This design comes from an exercise in tuning for small area on the open sky130 flow, not from production work. The RTL was checked by simulation tests, not by an equivalence proof against the original design. Power and IR drop assume default switching activity.

== red ==
==> flow/design.v <==
`default_nettype none
module fp_add (
    input  var logic        clk,
    input  var logic        rst,
    input  var logic        valid_i,
    input  var logic [31:0] num_a_i,
    input  var logic [31:0] num_b_i,
    output var logic [31:0] num_o,
    output var logic        valid_o
);
function automatic logic [24:0] add24(input logic [23:0] a, input logic [23:0] b, input logic ci);
    logic [23:0] g, p, gg, pp;
    logic [24:0] c;
    g  = a & b;
    p  = a ^ b;
    gg = g;
    pp = p;
    gg[0] = g[0] | (p[0] & ci);
    for (int d = 1; d < 24; d = d * 2)
        for (int i = 2 * d - 1; i < 24; i = i + 2 * d) begin
            gg[i] = gg[i] | (pp[i] & gg[i-d]);
            pp[i] = pp[i] & pp[i-d];
        end
    for (int d = 8; d >= 1; d = d / 2)
        for (int i = 3 * d - 1; i < 24; i = i + 2 * d) begin
            gg[i] = gg[i] | (pp[i] & gg[i-d]);
            pp[i] = pp[i] & pp[i-d];
        end
    c[0] = ci;
    for (int i = 0; i < 24; i++)
        c[i+1] = gg[i];
    add24 = { c[24], p ^ c[23:0] };
endfunction
function automatic logic [23:0] or_below(input logic [23:0] v);
    logic [23:0] o;
    o = v;
    for (int d = 1; d < 24; d = d * 2)
        for (int i = 2 * d - 1; i < 24; i = i + 2 * d)
            o[i] = o[i] | o[i-d];
    for (int d = 8; d >= 1; d = d / 2)
        for (int i = 3 * d - 1; i < 24; i = i + 2 * d)
            o[i] = o[i] | o[i-d];
    or_below = { o[22:0], 1'b0 };
endfunction
logic        sa, sb;
logic [7:0]  ea, eb, xa, xb;
logic        za, zb;
logic        a_big;        
logic [8:0]  dab;
logic [7:0]  dba, d;
logic        sat;
logic [23:0] ma, mb, my, my_sh;
always_comb begin
    sa = num_a_i[31];
    sb = num_b_i[31];
    ea = num_a_i[30:23];
    eb = num_b_i[30:23];
    za = ea == '0;
    zb = eb == '0;
    xa = { ea[7:1], ea[0] | za };
    xb = { eb[7:1], eb[0] | zb };
    ma = { ~za, num_a_i[22:0] };
    mb = { ~zb, num_b_i[22:0] };
    a_big = { xa, sb } > { xb, 1'b0 };
    dab = { 1'b0, xa } - { 1'b0, xb };
    dba = xb - xa;
    d   = dab[8] ? dba : dab[7:0];
    sat = d[7:5] != '0;    
    my    = a_big ? mb : ma;
    my_sh = my;
    if (d[0]) my_sh = { 1'b0, my_sh[23:1] };
    if (d[1]) my_sh = { 2'b0, my_sh[23:2] };
    if (d[2]) my_sh = { 4'b0, my_sh[23:4] };
    if (d[3]) my_sh = { 8'b0, my_sh[23:8] };
    if (d[4] | sat) my_sh = { 16'b0, my_sh[23:16] & {8{~sat}} };
end
logic        valid_p1;
logic        sx_p1;
logic        sub_p1;
logic [7:0]  h_p1;
logic [23:0] mx_p1;
logic [23:0] my_p1;
always_ff @(posedge clk) begin
    sx_p1  <= a_big ? sa : sb;
    sub_p1 <= sa ^ sb;
    h_p1   <= a_big ? xa : xb;
    mx_p1  <= a_big ? ma : mb;
    my_p1  <= my_sh;
end
always_ff @(posedge clk)
    if (rst)
        valid_p1 <= '0;
    else
        valid_p1 <= valid_i;
logic [24:0] sum;
logic        neg;          
logic [23:0] below;        
logic [23:0] r;
logic        cout;
logic        top;          
always_comb begin
    sum  = add24(mx_p1, my_p1 ^ {24{sub_p1}}, sub_p1);
    neg  = sub_p1 & ~sum[24];
    cout = sum[24] & ~sub_p1;
    top  = cout & (h_p1 == 8'd254);
    below = or_below(mx_p1 ^ my_p1);
    r = sum[23:0] ^ (below & {24{neg}});
end
logic [23:0] r_p2;
logic        c_p2;
logic        s_p2;
logic [7:0]  h1_p2;        
always_ff @(posedge clk) begin
    r_p2  <= r | {24{top}};
    c_p2  <= cout & ~top;
    s_p2  <= sx_p1 ^ neg;
    h1_p2 <= h_p1 + 8'd1;
end
always_ff @(posedge clk)
    if (rst)
        valid_o <= '0;
    else
        valid_o <= valid_p1;
logic [24:0] w, w_n;
logic [4:0]  lz;
logic        zero;
logic [7:0]  e_o;
always_comb begin
    w = { c_p2, r_p2 };
    lz = '0;
    for (int i = 0; i < 25; i++)
        if (w[i])
            lz = 5'(24 - i);
    zero = w == '0;
    w_n  = w;
    if (lz[4]) w_n = { w_n[8:0], 16'b0 };
    if (lz[3]) w_n = { w_n[16:0], 8'b0 };
    if (lz[2]) w_n = { w_n[20:0], 4'b0 };
    if (lz[1]) w_n = { w_n[22:0], 2'b0 };
    if (lz[0]) w_n = { w_n[23:0], 1'b0 };
    e_o  = zero ? 8'd0 : h1_p2 - 8'(lz);
    num_o = { s_p2, e_o, w_n[23:1] };
end
endmodule
`resetall
export LEC_CHECK = 0
export ABC_AREA = 1
export CAP_MARGIN = 20
export CORE_MARGIN = 2
export CORE_UTILIZATION = 40
export CTS_BUF_LIST = sky130_fd_sc_hd__clkbuf_4 sky130_fd_sc_hd__clkbuf_8
export SLEW_MARGIN = 20
create_clock -name core_clock -period 4.7 [get_ports {clk}]
standard.sh (not shown) runs the stock make flow with config.mk's settings and CLKGATE_MAP_FILE= SYNTH_SCRIPT=/design/flow/synth_recipe.tcl, a recipe that flattens the netlist after the stock synthesis.
==> flow/flow/run.sh <==
#!/bin/bash
# Layout flow: the standard synthesis, then the combinational logic is
# re-mapped by ABC with an area-recovering script (flip-flops are kept as
# blackboxes, so every register keeps its name and cell), then the standard
# ORFS layout with plain buf_1 cells as the port buffers.
set -euo pipefail
here=$(pwd)
res=$here/orfs/results/$FLOW_PLATFORM/fp_add/base
log=$here/orfs/logs/$FLOW_PLATFORM/fp_add/base
lib=$FLOW_HOME/platforms/$FLOW_PLATFORM/lib/sky130_fd_sc_hd__tt_025C_1v80.lib

bash standard.sh synth > standard_synth.log 2>&1

# the same don't-use list the standard synthesis gave abc
dont_use=$(grep -o -- '-dont_use [A-Za-z0-9_]*' $log/1_2_yosys.log | sort -u | tr '\n' ' ')
cp $res/1_2_yosys.v $here/standard_1_2_yosys.v
cat > $here/remap.ys <<EOT
read_liberty -ignore_miss_func $lib
read_verilog $here/standard_1_2_yosys.v
hierarchy -top $FLOW_TOP
blackbox sky130_fd_sc_hd__df* sky130_fd_sc_hd__dl* sky130_fd_sc_hd__sdf* sky130_fd_sc_hd__edf*
flatten
opt_clean
techmap
opt -fast
abc -script $here/flow/remap.abc -liberty $lib $dont_use
opt_clean -purge
stat -liberty $lib
write_verilog -noattr -noexpr -nohex -nodec $res/1_2_yosys.v
EOT
yosys -l $here/remap.log -q $here/remap.ys > /dev/null 2>&1
rm -f $res/1_synth.odb $res/1_synth.sdc

export BUFFER_PORTS_ARGS="-buffer_cell sky130_fd_sc_hd__buf_1"
bash standard.sh > standard_finish.log 2>&1
==> flow/flow/remap.abc <==
&get -n
&st
&dch -f
&nf -p {D}
&put
buffer -c
topo
upsize -c
dnsize -c
What blue does differently from red at the input level:
- CTS_BUF_LIST: sky130_fd_sc_hd__clkbuf_4 sky130_fd_sc_hd__clkbuf_8 -> sky130_fd_sc_hd__clkbuf_8
- ABC_AREA: 1 -> 0
### Flow results
Comparing final area for red and blue, the smaller number came from red. Result for red and blue: all clean. Fmax for blue is lower than for red. Total power (red / blue): 0.943. Of red and blue, the lower share of the final layout cell area in multi-input gates belongs to red. Compared with red, blue shows a lower worst hold margin. blue falls short of red in clock period minus worst slack. blue vs red: detail-routed via count per cell down slightly.
--- input diff blue..green ---
- swapping 0 for 1 in ABC_AREA
-- flow/flow/remap.abc --
<<< blue, line 3
&dch -f
&nf -p {D}
>>> green, line 3
&dch
&nf -p -F 6 -A 3
Findings:
[green] routed wire length fell 9.3% relative to blue. Combinational power: green vs blue, no meaningful difference. Per-cell via count in the routed design, blue and green: lower on green. The higher critical path depth came out of green. green against blue: non-clock buffer count went up; final core area utilization now larger. green ends up with a via count of the first global-routing pass that is 3.9% lower than in blue. green vs. blue: number of input and output port buffers inserted held, post-route fraction of the period consumed by the critical path shows an increase of 1.5 points.
Setup changes, green to orange
-- flow/flow/remap.abc --
<<< green, line 3
&dch
&nf -p -F 6 -A 3
>>> orange, line 3
&dch -f
&nf -p {D}
Findings:
Between orange and green, the overall die area figures differ only marginally. Global routing met1 resource utilization, green and orange: larger value in orange. Between green and orange, least setup slack across all paths after layout is higher for orange, green comes in under that. A launching element of the worst setup path of r_p2[2] is what orange shows, while r_p2[1] belongs to green. Via count of the first global-routing pass was higher in the run labelled orange. Re sum of routed wire segments on met1: green was lower than orange. Summary — power share of the combinational group, orange relative to green: lower, by 2.0 points. [diff] worst hold slack, orange relative to green: improvement.

[separate check: timing with driven ports]
The results above use ideal ports. As a check the final layouts listed here were re-extracted and re-timed, cells and wires unchanged.
Step 1 sets driving cells, clkbuf_16 on the clock port and buf_2 on the other inputs (assumed; they add their load-dependent delay and slew).
Step 2 adds t to the input delays and takes it off the output delays; t is the mean of the earliest and latest rising clock arrival at the registers after step 1. Input paths then give back, and output paths get back, about the clock's delay inside the block.
Three values: ideal, step 1, step 2; two values: the first two.
run | t, ns | setup WS [ns] | slew at the worst register clock pin (ns)
red | 0.400 | 0.396 / 0.362 / 0.068 | 0.10 / 0.10
blue | 0.398 | 0.340 / 0.306 / 0.275 | 0.10 / 0.10
green | 0.403 | 0.269 / 0.232 / 0.136 | 0.10 / 0.10
orange | 0.403 | 0.391 / 0.357 / 0.070 | 0.10 / 0.10
After both steps setup and hold are still met in every run listed. The setup slack of red, which loses most, moves by -0.034 ns with the drivers and by -0.328 ns with both steps.
